This design comes from an exercise in tuning for small area on the open sky130 flow, not from production work. The RTL was checked by simulation tests, not by an equivalence proof against the original design. No activity file was given, so power comes from the tool's default toggle rates.

===== design.v =====
`timescale 1ns / 1ps
module Tcp
	#(
		parameter mac  = 48'h000000000000,
		parameter ip   = 32'h11223344,
		parameter port = 16'd80
	) (
		input CLOCK,
		input rst,          
		input newpkt,
		input dataValid,
		input [7:0] data,
		input rejoin,       
		input [15:0] tcpA_src_port,     tcpB_src_port,      tcpC_src_port,      tcpD_src_port,
		input [31:0] tcpA_src_ip,       tcpB_src_ip,        tcpC_src_ip,        tcpD_src_ip,
		input [15:0] tcpA_dst_port,     tcpB_dst_port,      tcpC_dst_port,      tcpD_dst_port,
		input [31:0] tcpA_dst_ip,       tcpB_dst_ip,        tcpC_dst_ip,        tcpD_dst_ip,
		output reg   outDataMatchA,
		output reg   outDataMatchB,
		output reg   outDataMatchC,
		output reg   outDataMatchD,
		output       tcp_matchA,        tcp_matchB,         tcp_matchC,         tcp_matchD,
		output reg   gappedA,
		output reg   gappedB,
		output       gappedC,
		output       gappedD,
		output reg [7:0] outData,
		output reg outDataPayload,
		output reg outnewpkt,
		output reg [15:0] tcp_src_port,
		output reg [31:0] tcp_src_ip,
		output reg [15:0] tcp_dst_port,
		output reg [31:0] tcp_dst_ip,
		output [7:0] mss
	);
	localparam [6:0] sIDLE  = 7'd0;
	localparam [6:0] sMAC0  = 7'd1;    
	localparam [6:0] sMAC11 = 7'd12;
	localparam [6:0] sTYPE0 = 7'd13;
	localparam [6:0] sQ1    = 7'd14;
	localparam [6:0] sQ2    = 7'd15;
	localparam [6:0] sQ3    = 7'd16;
	localparam [6:0] sTYPE1 = 7'd17;
	localparam [6:0] sVER   = 7'd18;
	localparam [6:0] sDSCP  = 7'd19;
	localparam [6:0] sLEN0  = 7'd20;
	localparam [6:0] sLEN1  = 7'd21;
	localparam [6:0] sID0   = 7'd22;
	localparam [6:0] sID1   = 7'd23;
	localparam [6:0] sFRAG0 = 7'd24;
	localparam [6:0] sFRAG1 = 7'd25;
	localparam [6:0] sTTL   = 7'd26;
	localparam [6:0] sPCOL  = 7'd27;
	localparam [6:0] sCHK0  = 7'd28;
	localparam [6:0] sCHK1  = 7'd29;
	localparam [6:0] sSRC0  = 7'd30;
	localparam [6:0] sSRC1  = 7'd31;
	localparam [6:0] sSRC2  = 7'd32;
	localparam [6:0] sSRC3  = 7'd33;
	localparam [6:0] sDST0  = 7'd34;
	localparam [6:0] sDST1  = 7'd35;
	localparam [6:0] sDST2  = 7'd36;
	localparam [6:0] sDST3  = 7'd37;
	localparam [6:0] sIO0   = 7'd38;
	localparam [6:0] sIO1   = 7'd39;
	localparam [6:0] sIO2   = 7'd40;
	localparam [6:0] sIO3   = 7'd41;
	localparam [6:0] sSP0   = 7'd42;
	localparam [6:0] sSP1   = 7'd43;
	localparam [6:0] sDP0   = 7'd44;
	localparam [6:0] sDP1   = 7'd45;
	localparam [6:0] sSEQ0  = 7'd46;
	localparam [6:0] sSEQ1  = 7'd47;
	localparam [6:0] sSEQ2  = 7'd48;
	localparam [6:0] sSEQ3  = 7'd49;
	localparam [6:0] sACK0  = 7'd50;
	localparam [6:0] sACK1  = 7'd51;
	localparam [6:0] sACK2  = 7'd52;
	localparam [6:0] sACK3  = 7'd53;
	localparam [6:0] sDOFF  = 7'd54;
	localparam [6:0] sFLAGS = 7'd55;
	localparam [6:0] sWIN0  = 7'd56;
	localparam [6:0] sWIN1  = 7'd57;
	localparam [6:0] sTCK0  = 7'd58;
	localparam [6:0] sTCK1  = 7'd59;
	localparam [6:0] sURG0  = 7'd60;
	localparam [6:0] sURG1  = 7'd61;
	localparam [6:0] sTO0   = 7'd62;
	localparam [6:0] sTO1   = 7'd63;
	localparam [6:0] sTO2   = 7'd64;
	localparam [6:0] sTO3   = 7'd65;
	localparam [6:0] sDATA  = 7'd66;
	reg [6:0]  pos;
	reg [3:0]  cnt;         
	reg        isTCP;       
	reg        syn;
	reg [15:0] tlen;        
	reg [31:0] seqBuf;
	reg [31:0] seqA, seqB;
	reg        seqAv, seqBv;
	reg [11:0] fa, fb, fc, fd;   
	assign tcp_matchA = &fa;
	assign tcp_matchB = &fb;
	assign tcp_matchC = &fc;
	assign tcp_matchD = &fd;
	assign gappedC = 1'b0;
	assign gappedD = 1'b0;
	assign mss = 8'd0;
	wire adv = dataValid & ~newpkt;
	wire [11:0] sel;
	assign sel[0]  = (pos == sSRC0);
	assign sel[1]  = (pos == sSRC1);
	assign sel[2]  = (pos == sSRC2);
	assign sel[3]  = (pos == sSRC3);
	assign sel[4]  = (pos == sDST0);
	assign sel[5]  = (pos == sDST1);
	assign sel[6]  = (pos == sDST2);
	assign sel[7]  = (pos == sDST3);
	assign sel[8]  = (pos == sSP0);
	assign sel[9]  = (pos == sSP1);
	assign sel[10] = (pos == sDP0);
	assign sel[11] = (pos == sDP1);
	wire eqA, eqB, eqC, eqD;
	TcpCmp cmpA (.sel(sel), .data(data), .sip(tcpA_src_ip), .dip(tcpA_dst_ip), .sp(tcpA_src_port), .dp(tcpA_dst_port), .eq(eqA));
	TcpCmp cmpB (.sel(sel), .data(data), .sip(tcpB_src_ip), .dip(tcpB_dst_ip), .sp(tcpB_src_port), .dp(tcpB_dst_port), .eq(eqB));
	TcpCmp cmpC (.sel(sel), .data(data), .sip(tcpC_src_ip), .dip(tcpC_dst_ip), .sp(tcpC_src_port), .dp(tcpC_dst_port), .eq(eqC));
	TcpCmp cmpD (.sel(sel), .data(data), .sip(tcpD_src_ip), .dip(tcpD_dst_ip), .sp(tcpD_src_port), .dp(tcpD_dst_port), .eq(eqD));
	wire cnt5   = (cnt == 4'd5);
	wire tlen40 = (tlen == 16'd40);
	wire tlen41 = (tlen == 16'd41);
	wire inData  = (pos == sDATA);
	wire inWin0  = (pos == sWIN0);
	wire decT    = (pos == sIO0) | (pos == sIO1) | (pos == sIO2) | (pos == sIO3) |
	               (pos == sTO0) | (pos == sTO1) | (pos == sTO2) | (pos == sTO3) | inData;
	always @(posedge CLOCK) begin
		if (rst) begin
			pos <= sIDLE;
		end else if (newpkt) begin
			pos <= sMAC0;
		end else if (dataValid) begin
			case (pos)
				sIDLE:  pos <= sIDLE;
				sTYPE0: pos <= (data == 8'h81) ? sQ1 : (data == 8'h08) ? sTYPE1 : sIDLE;
				sQ3:    pos <= sTYPE0;
				sTYPE1: pos <= (data == 8'h00) ? sVER : sIDLE;
				sDST3, sIO3:
				        pos <= !cnt5 ? sIO0 : isTCP ? sSP0 : sIDLE;
				sURG1:  pos <= !cnt5 ? sTO0 : !tlen40 ? sDATA : sIDLE;
				sTO3:   pos <= !cnt5 ? sTO0 : !tlen41 ? sDATA : sIDLE;
				sDATA:  pos <= !tlen41 ? sDATA : sIDLE;
				default: pos <= pos + 7'd1;
			endcase
		end
	end
	always @(posedge CLOCK) begin
		if (adv) begin
			if (pos == sVER)   cnt <= data[3:0];
			if (pos == sDOFF)  cnt <= data[7:4];
			if (pos == sIO0 || pos == sTO0) cnt <= cnt - 4'd1;
			if (pos == sPCOL)  isTCP <= (data == 8'h06);
			if (pos == sFLAGS) syn <= data[1];
			if (pos == sSEQ0 || pos == sSEQ1 || pos == sSEQ2 || pos == sSEQ3)
				seqBuf <= {seqBuf[23:0], data};
			if (pos == sLEN0)  tlen[15:8] <= data;
			if (pos == sLEN1)  tlen[7:0] <= data;
			if (decT)          tlen <= tlen - 16'd1;
		end
	end
	integer k;
	always @(posedge CLOCK) begin
		for (k = 0; k < 11; k = k + 1)
			if (adv && sel[k]) begin
				fa[k] <= eqA;
				fb[k] <= eqB;
				fc[k] <= eqC;
				fd[k] <= eqD;
			end
		if (rst) begin
			fa[11] <= 1'b0;
			fb[11] <= 1'b0;
			fc[11] <= 1'b0;
			fd[11] <= 1'b0;
		end else if (adv && sel[11]) begin
			fa[11] <= eqA;
			fb[11] <= eqB;
			fc[11] <= eqC;
			fd[11] <= eqD;
		end
	end
	wire [7:0]  dr = rst ? 8'd0 : data;
	wire [11:0] cap = {12{rst}} | ({12{adv}} & sel);
	always @(posedge CLOCK) begin
		if (cap[0])  tcp_src_ip[31:24] <= dr;
		if (cap[1])  tcp_src_ip[23:16] <= dr;
		if (cap[2])  tcp_src_ip[15:8]  <= dr;
		if (cap[3])  tcp_src_ip[7:0]   <= dr;
		if (cap[4])  tcp_dst_ip[31:24] <= dr;
		if (cap[5])  tcp_dst_ip[23:16] <= dr;
		if (cap[6])  tcp_dst_ip[15:8]  <= dr;
		if (cap[7])  tcp_dst_ip[7:0]   <= dr;
		if (cap[8])  tcp_src_port[15:8] <= dr;
		if (cap[9])  tcp_src_port[7:0]  <= dr;
		if (cap[10]) tcp_dst_port[15:8] <= dr;
		if (cap[11]) tcp_dst_port[7:0]  <= dr;
	end
	wire seqNz = |seqBuf;
	always @(posedge CLOCK) begin
		if (inWin0 && syn && tcp_matchA) seqA <= seqBuf;
		if (inWin0 && syn && tcp_matchB) seqB <= seqBuf;
	end
	always @(posedge CLOCK) begin
		if (rst) begin
			seqAv <= 1'b0;
			seqBv <= 1'b0;
			gappedA <= 1'b0;
			gappedB <= 1'b0;
		end else if (inWin0) begin
			if (syn) begin
				if (tcp_matchA) seqAv <= 1'b1;
				if (tcp_matchB) seqBv <= 1'b1;
			end else begin
				gappedA <= tcp_matchA && (seqAv ? (seqBuf != seqA) : seqNz);
				gappedB <= tcp_matchB && (seqBv ? (seqBuf != seqB) : seqNz);
			end
		end
	end
	always @(posedge CLOCK) begin
		if (rst) begin
			outData <= 0;
			outDataPayload <= 0;
			outnewpkt <= 0;
			outDataMatchA <= 0;
			outDataMatchB <= 0;
			outDataMatchC <= 0;
			outDataMatchD <= 0;
		end else begin
			outData <= data;
			outDataPayload <= dataValid && inData;
			outnewpkt <= dataValid && (pos == sURG1 || pos == sTO3) && !tlen40 && cnt5;
			outDataMatchA <= dataValid && inData && tcp_matchA;
			outDataMatchB <= dataValid && inData && tcp_matchB;
			outDataMatchC <= dataValid && inData && tcp_matchC;
			outDataMatchD <= dataValid && inData && tcp_matchD;
		end
	end
endmodule
module TcpCmp (
		input  [11:0] sel,
		input  [7:0]  data,
		input  [31:0] sip,
		input  [31:0] dip,
		input  [15:0] sp,
		input  [15:0] dp,
		output        eq
	);
	wire [7:0] c = ({8{sel[0]}}  & sip[31:24]) | ({8{sel[1]}}  & sip[23:16]) |
	               ({8{sel[2]}}  & sip[15:8])  | ({8{sel[3]}}  & sip[7:0])   |
	               ({8{sel[4]}}  & dip[31:24]) | ({8{sel[5]}}  & dip[23:16]) |
	               ({8{sel[6]}}  & dip[15:8])  | ({8{sel[7]}}  & dip[7:0])   |
	               ({8{sel[8]}}  & sp[15:8])   | ({8{sel[9]}}  & sp[7:0])    |
	               ({8{sel[10]}} & dp[15:8])   | ({8{sel[11]}} & dp[7:0]);
	assign eq = (c == data);
endmodule

===== run.sh =====
#!/bin/bash
# synth_recipe.tcl (not shown) runs the flow's synth.tcl, then flattens the netlist and writes it again
# the make line also repeats each setting of config.mk as NAME=value (left out here)
make -C /OpenROAD-flow-scripts/flow DESIGN_CONFIG=/design/flow/config.mk WORK_HOME=/design/flow/orfs CLKGATE_MAP_FILE= SYNTH_SCRIPT=/design/flow/synth_recipe.tcl finish

===== config.mk =====
export PLATFORM = sky130hd
export DESIGN_NAME = Tcp
export DESIGN_NICKNAME = Tcp
export VERILOG_FILES = /design/flow/design.v
export SDC_FILE = /design/flow/constraint.sdc
export NUM_CORES = 4
export LEC_CHECK = 0
export CAP_MARGIN = 20
export CORE_MARGIN = 2
export CORE_UTILIZATION = 40
export SLEW_MARGIN = 20

===== constraint.sdc =====
create_clock -name core_clock -period 5.0 [get_ports {CLOCK}]
set_input_delay 1.0000 -clock core_clock [delete_from_list [all_inputs] [get_ports {CLOCK}]]
set_output_delay 1.0000 -clock core_clock [all_outputs]
set_load 0.01 [all_outputs]

==> flow_summary.toml, run 1 <==
[route]
drt_iter0_drc = 1297
wl_um = 64960
wire_per_inst_um = 30.14
drc = 0
dr.pass1.iters = 5
via_count = 12911
via_per_inst = 5.991
antenna_left = 0

[timing]
worst_slew_pin_slew_ns = 0.9986
worst_clock_skew_ns = 0.02160
slew_headroom_pct = 33.22
worst_slack_ns = 0.8437
layout_worst_path_cycle_share_pct = 83.13
fin_setup_tns_ns = 0
holdWs_ns = 0.4826
finalHoldViolCount = 0
rsz0062_at_grt = "false"
setup-violations-final = 0
slew_violations = 0
period_needed_ns = 4.156
max_clock_freq_ghz = 0.2406

[floorplanning]
start_util_pct = 40.72
die_h_um = 194.8
die_x_um = 194.8
io_pins = 523
coreArea_um2 = 35740
fp-row-count = 69
die_area_um2 = 37930

[worst_setup_path]
cp-end-kind = "flop"
cp_common_cell = "buf_4"
crit_slowest_cell = "nor3_4"
reg2reg_slack_ns = 0.84
max_stage_delay_ns = 0.80
critPathRequiredTime_ns = 5.26
cp_max_fo = 11
path_cells = "inv_1 > ha_1 > buf_4 > nand4bb_1 > nor3_4 > buf_4 > a222oi_1 > o2111a_1 > xor2_1 > o2111ai_1 > nor2_1"
worstSetupStartpointType = "flop"
path_class = "flop to flop"
arrival_ns = 4.41

[finish]
fill_cells = 3042
post-route-util_pct = 59.31
layout-drive-gt1-share_pct = 9.822
syn_to_final_growth_pct = 45.66
nets = 2073

[clocking]
cts_tree = "built"
clock_path_buffers = 3
cts-hold-fix-buffers = 0
cts_made_buffers = 29
cts-root-buf = "clkbuf_16"
h-tree-depth = 1
clock_latency_ns = 0.55
clkSinkCount = 287
ctsResizeCount = 0
postCtsSetupBuffers = 0
clk_pin_slew_ns = 0.06

[synthesis]
syn_area_per_cell_um2 = 12.64
synth_flop_cell = "edfxtp_1"
ys_warn_count = 1
synth_area_um2 = 14550
ys_seq_elements = 287
synth-seq-area-share_pct = 57.22
synth-edff-count = 258
netlist_instances = 1151
synth-async-reset-ratio_pct = 0
synth_cell_types = 84

[grt]
antenna_found_initial = 5
grt_usage_pct = 33.34
grt_pass1_vias = 12799
grt_max_degree = 39
grt_pass1_wl_um = 90870
gr-total-overflow = 0

[place]
dp_hpwl_um = 51180
routabilityCongestion = 1.036
io_buffers = 511
dp_slack_ns = 0.9990

[run_status]
run_status = "complete, no violations"

[power]
p_int_uw = 4293
p_leak_uw = 0.007091
combPwrFrac_pct = 14.1
swShare_pct = 22.48
switching_power_uw = 1245
ir_drop_v = 0.0002482
clockPowerShare_pct = 37.4
power_uw = 5539
pwr-share-seq_pct = 48.5
power.density_nw_per_um2 = 261.3

[flow_run]
maxCapViolCount = 0

[min_path]
hold_path.class = "flop to flop"
-- power by group through the flow --
| stage | Clock (uW) | Combinational [uW] | Sequential (uW) |
|---|---|---|---|
| 2_1_floorplan | 0 | 187 | 2760 |
| 3_3_place_gp | 0 | 770 | 2740 |
| 3_5_place_dp | 0 | 769 | 2740 |
| 4_1_cts | 2100 | 773 | 2690 |
| 5_1_grt | 2200 | 806 | 2690 |
| 6_report | 2070 | 778 | 2690 |
-- logic make-up (layout without fill, tap and decap cells) --
kind of cell / after synthesis / in the layout / synth area share [%]
compound gates: 226 / 226 / 12.46
xor+xnor: 111 / 111 / 6.680
fa+ha+maj: 9 / 9 / 0.7737
buf+inv: 97 / 627 / 3.370
flops: 287 / 287 / 57.22
mux: 81 / 81 / 5.786
other cells: 1 / 14 / 0.02577
simple gates: 339 / 339 / 13.69
-- critical path, delay by kind of cell, from the launching register on --
| family | cells | cell delay (ns) |
|---|---|---|
| AND/OR/NAND/NOR | 3 | 1.93 |
| buffers and inverters | 3 | 0.61 |
| AO/OA/AOI/OAI | 3 | 0.56 |
| flip-flops | 1 | 0.40 |
| adder cells (fa/ha/maj) | 1 | 0.19 |
| XOR/XNOR | 1 | 0.13 |
-- layer usage --
metal / global-route usage (%) / routed length, um / vias to the layer above
li1: - / - / 5580
met1: 44.47 / 26190 / 6397
met2: 54.23 / 30010 / 803
met3: 7.114 / 6309 / 129
met4: 11.03 / 2434 / 2
met5: 0 / 16 / -
-- through the flow --
stage	std cells	cell area (um2)
6_report	2155	21200
4_1_cts	2151	21180
2_1_floorplan	1160	14590
5_1_grt	2155	21200
3_5_place_dp	2097	20270
3_3_place_gp	2097	20270
-- layout by cell type, fill, tap and decap left out, types with 12 or more instances in the layout --
cell               n
o21ai_0           15
and3_1            32
edfxtp_1         258
clkbuf_16         29
mux2_2            25
nand4_1           42
nor4_1            24
inv_1             12
clkdlybuf4s50_1  511
a22o_1            18
a21oi_1           20
xor2_1            33
a22oi_1           57
mux2i_1           56
nor3_1            47
o2bb2ai_1         15
dfxtp_1           27
nand2_1           33
buf_4             49
nor2_1            35
xnor2_1           78
or2_2             16
nand3_1           31
-- area by class of cell --
type / count / area (um2) / share of cell area, %
Inverter: 12 / 45.04 / 0.2125
Sequential cell: 287 / 8333 / 39.31
Multi-Input combinational cell: 776 / 5816 / 27.43
Antenna cell: 4 / 10.01 / 0.04722
Tap cell: 461 / 576.8 / 2.721
Clock inverter: 17 / 160.2 / 0.7555
Timing Repair Buffer: 561 / 5503 / 25.96
Clock buffer: 37 / 755.7 / 3.565
-- path summary, 6_finish.rpt --
path / from / cells after the start / end
setup / recovery: pos[0]$_SDFFE_PP0P_ / 11 / fa[6]$_DFFE_PP_
hold / removal: gappedA$_SDFFE_PP0P_ / 2 / gappedA$_SDFFE_PP0P_
setup reg to reg: pos[0]$_SDFFE_PP0P_ / 11 / fa[6]$_DFFE_PP_
hold reg to reg: gappedA$_SDFFE_PP0P_ / 2 / gappedA$_SDFFE_PP0P_
-- Yosys cell counts (all sizes together), types with 7 or more instances --
| library cell | n | area [um2] |
|---|---|---|
| edfxtp | 258 | 7747 |
| xnor2 | 78 | 683.2 |
| a22oi | 57 | 427.9 |
| mux2i | 56 | 560.5 |
| nor3 | 49 | 261.5 |
| clkbuf | 44 | 165.2 |
| nand4 | 42 | 262.8 |
| buf | 41 | 280.3 |
| nor2 | 38 | 152.6 |
| and3 | 34 | 212.7 |
| nand2 | 34 | 130.1 |
| xor2 | 33 | 289.0 |
| nand3 | 31 | 155.2 |
| dfxtp | 29 | 580.6 |
| nor4 | 26 | 183.9 |
| mux2 | 25 | 281.5 |
| a21oi | 21 | 105.1 |
| a22o | 18 | 157.7 |
| or2 | 16 | 100.1 |
| o21ai | 15 | 75.07 |
| o2bb2ai | 15 | 131.4 |
| nor2b | 13 | 81.33 |
| a221oi | 12 | 122.6 |
| inv | 12 | 45.04 |
| nand3b | 10 | 75.07 |
| a2bb2oi | 9 | 78.83 |
| ha | 9 | 112.6 |
| o2111ai | 9 | 78.83 |
| nand2b | 8 | 50.05 |
| a2111oi | 7 | 75.07 |
-- state kept, by name, summed over array words and instances (netlist names), 4 cells and up --
signal	flops
seqB	32
tcp_src_ip	32
fd	12
pos	7
fa	12
tcp_dst_port	16
fb	12
seqBuf	32
seqA	32
outData	8
tlen	16
tcp_src_port	16
cnt	4
tcp_dst_ip	32
fc	12
==> run 2: changes to the inputs <==
--- a/design.v
+++ b/design.v
@@ -16,8 +16,8 @@
 		input [15:0] tcpA_dst_port,     tcpB_dst_port,      tcpC_dst_port,      tcpD_dst_port,
 		input [31:0] tcpA_dst_ip,       tcpB_dst_ip,        tcpC_dst_ip,        tcpD_dst_ip,
-		output reg   outDataMatchA,
-		output reg   outDataMatchB,
-		output reg   outDataMatchC,
-		output reg   outDataMatchD,
+		output       outDataMatchA,
+		output       outDataMatchB,
+		output       outDataMatchC,
+		output       outDataMatchD,
 		output       tcp_matchA,        tcp_matchB,         tcp_matchC,         tcp_matchD,
 		output reg   gappedA,
@@ -104,4 +104,8 @@
 	assign tcp_matchC = &fc;
 	assign tcp_matchD = &fd;
+	assign outDataMatchA = outDataPayload & tcp_matchA;
+	assign outDataMatchB = outDataPayload & tcp_matchB;
+	assign outDataMatchC = outDataPayload & tcp_matchC;
+	assign outDataMatchD = outDataPayload & tcp_matchD;
 	assign gappedC = 1'b0;
 	assign gappedD = 1'b0;
@@ -230,16 +234,8 @@
 			outDataPayload <= 0;
 			outnewpkt <= 0;
-			outDataMatchA <= 0;
-			outDataMatchB <= 0;
-			outDataMatchC <= 0;
-			outDataMatchD <= 0;
 		end else begin
 			outData <= data;
 			outDataPayload <= dataValid && inData;
 			outnewpkt <= dataValid && (pos == sURG1 || pos == sTO3) && !tlen40 && cnt5;
-			outDataMatchA <= dataValid && inData && tcp_matchA;
-			outDataMatchB <= dataValid && inData && tcp_matchB;
-			outDataMatchC <= dataValid && inData && tcp_matchC;
-			outDataMatchD <= dataValid && inData && tcp_matchD;
 		end
 	end
@@ -254,10 +250,22 @@
 		output        eq
 	);
-	wire [7:0] c = ({8{sel[0]}}  & sip[31:24]) | ({8{sel[1]}}  & sip[23:16]) |
-	               ({8{sel[2]}}  & sip[15:8])  | ({8{sel[3]}}  & sip[7:0])   |
-	               ({8{sel[4]}}  & dip[31:24]) | ({8{sel[5]}}  & dip[23:16]) |
-	               ({8{sel[6]}}  & dip[15:8])  | ({8{sel[7]}}  & dip[7:0])   |
-	               ({8{sel[8]}}  & sp[15:8])   | ({8{sel[9]}}  & sp[7:0])    |
-	               ({8{sel[10]}} & dp[15:8])   | ({8{sel[11]}} & dp[7:0]);
-	assign eq = (c == data);
+	wire [7:0] ne;
+	genvar b;
+	generate
+		for (b = 0; b < 8; b = b + 1) begin : g
+			wire y0, y1, y2, y3;
+			TcpAoi222 m0 (.a1(sel[0]),  .a2(sip[24+b]), .b1(sel[1]),  .b2(sip[16+b]), .c1(sel[2]),  .c2(sip[8+b]), .y(y0));
+			TcpAoi222 m1 (.a1(sel[3]),  .a2(sip[b]),    .b1(sel[4]),  .b2(dip[24+b]), .c1(sel[5]),  .c2(dip[16+b]), .y(y1));
+			TcpAoi222 m2 (.a1(sel[6]),  .a2(dip[8+b]),  .b1(sel[7]),  .b2(dip[b]),    .c1(sel[8]),  .c2(sp[8+b]), .y(y2));
+			TcpAoi222 m3 (.a1(sel[9]),  .a2(sp[b]),     .b1(sel[10]), .b2(dp[8+b]),   .c1(sel[11]), .c2(dp[b]), .y(y3));
+			assign ne[b] = ~(y0 & y1 & y2 & y3) ^ data[b];
+		end
+	endgenerate
+	assign eq = ~|ne;
 endmodule
+module TcpAoi222 (
+		input  a1, a2, b1, b2, c1, c2,
+		output y
+	);
+	assign y = ~((a1 & a2) | (b1 & b2) | (c1 & c2));
+endmodule
==> flow/run.sh (new file) <==
#!/bin/bash
# Layout: the standard flow (standard synthesis unchanged), with the
# smallest buffer on every input and output port and a clock tree built from
# clkbuf_4 cells without dummy loads. make's full output goes to
# standard.log in the work folder; ORFS keeps each step's log under orfs/logs.
set -euo pipefail
export BUFFER_PORTS_ARGS="-buffer_cell sky130_fd_sc_hd__buf_1"
export CTS_ARGS="-sink_clustering_enable -repair_clock_nets -dont_use_dummy_load -buf_list sky130_fd_sc_hd__clkbuf_4"
bash standard.sh finish > standard.log 2>&1
==> standard.sh (new file) <==
#!/bin/bash
# synth_recipe.tcl (not shown) runs the flow's synth.tcl, then flattens the netlist and writes it again
# the make line also repeats each setting of config.mk as NAME=value (left out here)
make -C /OpenROAD-flow-scripts/flow DESIGN_CONFIG=/design/flow/config.mk WORK_HOME=/design/flow/orfs CLKGATE_MAP_FILE= SYNTH_SCRIPT=/design/flow/synth_recipe.tcl "${@:-finish}"
--- a/config.mk
+++ b/config.mk
@@ -10,2 +10,4 @@
 export CORE_UTILIZATION = 40
 export SLEW_MARGIN = 20
+export SYNTH_HIERARCHICAL = 1
+export SYNTH_MINIMUM_KEEP_SIZE = 0
removed: run.sh
==> flow_summary.toml, run 2 <==
[run_status]
run_status = "complete, no violations"

[place]
routabilityCongestion = 0.9996
io_buffers = 511
dp_hpwl_um = 42440

[worst_setup_path]
r2r_end = "fb[11]$_SDFFE_PP0P_"
arrival_ns = 4.67
path_buf_inv = 1
critPathRequiredTime_ns = 5.55
path_class = "flop to flop"
reg2reg_from = "pos[6]$_SDFFE_PP0P_"
crit_slowest_cell = "and3_2"
path_cells = "nor3b_1 > and3_2 > buf_4 > a222oi_1 > nand4_1 > xnor2_1 > nand4_1 > nor2_1 > mux2i_1 > nor2_1"
max_stage_delay_ns = 0.81
worst_r2r_path_depth = 10
worst-path-stages = 10
cp_max_fo = 22
worstSetupStartpointType = "flop"
reg2reg_slack_ns = 0.89
crit_family = "simple AND/OR/NAND/NOR gates"
cp-end-kind = "flop"

[synthesis]
syn_area_per_cell_um2 = 13.92
synth_cell_types = 69
synth-async-reset-ratio_pct = 0
synth-edff-count = 258
synth_top_area_share_pct = 59.03
synth_area_leaders = "edfxtp_1, a222oi_1, xor2_1, dfxtp_1, xnor2_1"
netlist_instances = 943
ys_seq_elements = 283
yosysMostFrequentCell = "edfxtp_1"
synth-seq-area-share_pct = 62.84
yosys.area.top_type = "edfxtp_1"
synth_area_um2 = 13130
ys_warn_count = 7
synth_flop_cell = "edfxtp_1"
synth_common_cells = "edfxtp_1, a222oi_1, xor2_1, nor2_1, nand4_1"

[clocking]
clkSinkCount = 283
postCtsSetupBuffers = 0
cts-root-buf = "clkbuf_4"
clock_latency_ns = 0.65
cts-hold-fix-buffers = 0
ctsResizeCount = 0
h-tree-depth = 3
cts_tree = "built"
clock_path_buffers = 3
clk_pin_slew_ns = 0.06
cts_made_buffers = 73

[flow_run]
maxCapViolCount = 0

[grt]
grt_pass1_vias = 11612
grt_max_degree = 35
grt_usage_pct = 31.87
grt_pass1_wl_um = 77470
antenna_found_initial = 10
gr-total-overflow = 0

[finish]
final_common_cell = "buf_1"
post-route-util_pct = 50.23
layout-drive-gt1-share_pct = 9.518
nets = 1942
final_cell_mix = "buf_1, edfxtp_1, a222oi_1, clkbuf_4, xor2_1"
syn_to_final_growth_pct = 24.20

[route]
antenna_left = 0
drc = 0
drt_iter0_drc = 1684
wl_um = 55570
via_per_inst = 6.032
dr.pass1.iters = 11
wire_per_inst_um = 28.00
via_count = 11973

[timing]
worst_slew_pin_slew_ns = 1.035
slew_violations = 0
fin_setup_tns_ns = 0
slew_headroom_pct = 30.97
max_clock_freq_ghz = 0.2432
finalHoldViolCount = 0
setup-violations-final = 0
holdWs_ns = 0.4881
period_needed_ns = 4.112
rsz0062_at_grt = "false"
layout_worst_path_cycle_share_pct = 82.25
worst_clock_skew_ns = 0.08904

[floorplanning]
die_x_um = 185.1
die_h_um = 185.1
io_pins = 523
die_area_um2 = 34280
fp-row-count = 66
start_util_pct = 40.44
coreArea_um2 = 32450

[power]
ir_drop_v = 0.0001284
power.density_nw_per_um2 = 274.1
p_leak_uw = 0.005146

[min_path]
min_from = "gappedB$_SDFFE_PP0P_"
whs_path_depth = 2
hold_path.class = "flop to flop"
hold_end = "gappedB$_SDFFE_PP0P_"
==> run 2: cell count changes in the layout (fill, tap and decap cells not counted), moves of 25 or more <==
| cell | change |
|---|---|
| a222oi_1 | +122 |
| a22oi_1 | -57 |
| and3_1 | -27 |
| buf_1 | +511 |
| clkbuf_16 | -29 |
| clkbuf_4 | +73 |
| clkdlybuf4s50_1 | -511 |
| mux2_2 | -25 |
| mux2i_1 | -46 |
| nor3_1 | -28 |
| xnor2_1 | -34 |
| xor2_1 | +36 |
==> run 2: Yosys stat by module, one instance, submodules excluded <==
module     flops+latches  area (um2)  cells
Tcp                  283       11300    739
TcpCmp                 0       136.4     19
TcpAoi222              0       10.01      1
==> run 2: worst max-delay path by stage <==
stage / start / to / slack [ns]
final: pos[6]$_SDFFE_PP0P_ / fb[11]$_SDFFE_PP0P_ / 0.89
after global routing: pos[6]$_SDFFE_PP0P_ / fb[11]$_SDFFE_PP0P_ / 0.69
after CTS: pos[6]$_SDFFE_PP0P_ / fc[11]$_SDFFE_PP0P_ / 1.01
after detailed placement: pos[6]$_SDFFE_PP0P_ / fc[11]$_SDFFE_PP0P_ / 1.02
after global placement: pos[3]$_SDFFE_PP0P_ / fd[11]$_SDFFE_PP0P_ / 1.17
after floorplan: dataValid / seqBuf[0]$_DFFE_PP_ / 1.56
==> run 2: cell families after synthesis <==
| group | share of synthesized area (%) |
|---|---|
| adder cells (fa/ha/maj) | 0.8580 |
| AND/OR/NAND/NOR | 12.89 |
| XOR/XNOR | 7.541 |
| AO/OA/AOI/OAI | 13.02 |
| buffers and inverters | 2.059 |
| multiplexers | 0.7627 |
| flip-flops | 62.84 |
| other | 0.02857 |
==> run 2: worst reg2reg max path: stages, from the launching register on <==
cell and delay (ns):
dfxtp_1 0.50, nor3b_1 0.72, and3_2 0.81, buf_4 0.35, a222oi_1 0.18, nand4_1 0.16, xnor2_1 0.12, nand4_1 0.28
nor2_1 0.65, mux2i_1 0.16, nor2_1 0.12
==> run 2: layer usage <==
metal	track usage (%)	part of all wire (%)	up-vias
met2	48.45	45	780
met3	7.511	9.4	123
met1	44.01	42	5873
met5	0	0.0072	-
met4	12.95	3.9	2
li1	-	-	5195
==> run 2: cell type report <==
class	instances	area, um2
fillers	2989	16150
flip-flops and latches	283	8248
multi-input cells	626	4722
repair buffers	543	2175
well taps	442	553.0
clock buffers	73	548.0
inverters	9	33.78
diodes	9	22.52
==> run 2: stage by stage <==
stage	total power, uW	std cells	worst slack [ns]	cell area, um2
after global routing	4649	1983	0.6890	16300
after floorplan	2832	952	1.563	13160
after global placement	3070	1902	1.174	15700
after detailed placement	3073	1903	1.022	15720
final	4469	1985	0.8876	16300
after CTS	4510	1976	1.005	16270
==> run 2: power by group <==
group	leakage, uW	internal, uW	switching [uW]
Clock	0.000336	663	777
Sequential	0.00254	2640	19.2
Combinational	0.00227	134	239

static timing again, ports no longer ideal:
The flow's constraints put no driver on any port. The routed layouts listed below were extracted and timed again, unchanged, in two steps.
Step 1 assumes that a clkbuf_16 drives the clock port and a buf_2 every other input.
Step 2 times the ports against the registers' clock, not the clock port: input delays grow and output delays shrink by t, the midpoint of the rising clock arrivals with the driver on.
Three values: ideal, step 1, step 2; two values: the first two.
run	t (ns)	setup slack, ns	worst data-port slew with drivers (ns)
run 1	0.595	0.844 / 0.844 / 0.844	0.18
run 2	0.670	0.888 / 0.888 / 0.888	0.18
After both steps every run listed still meets setup and hold.
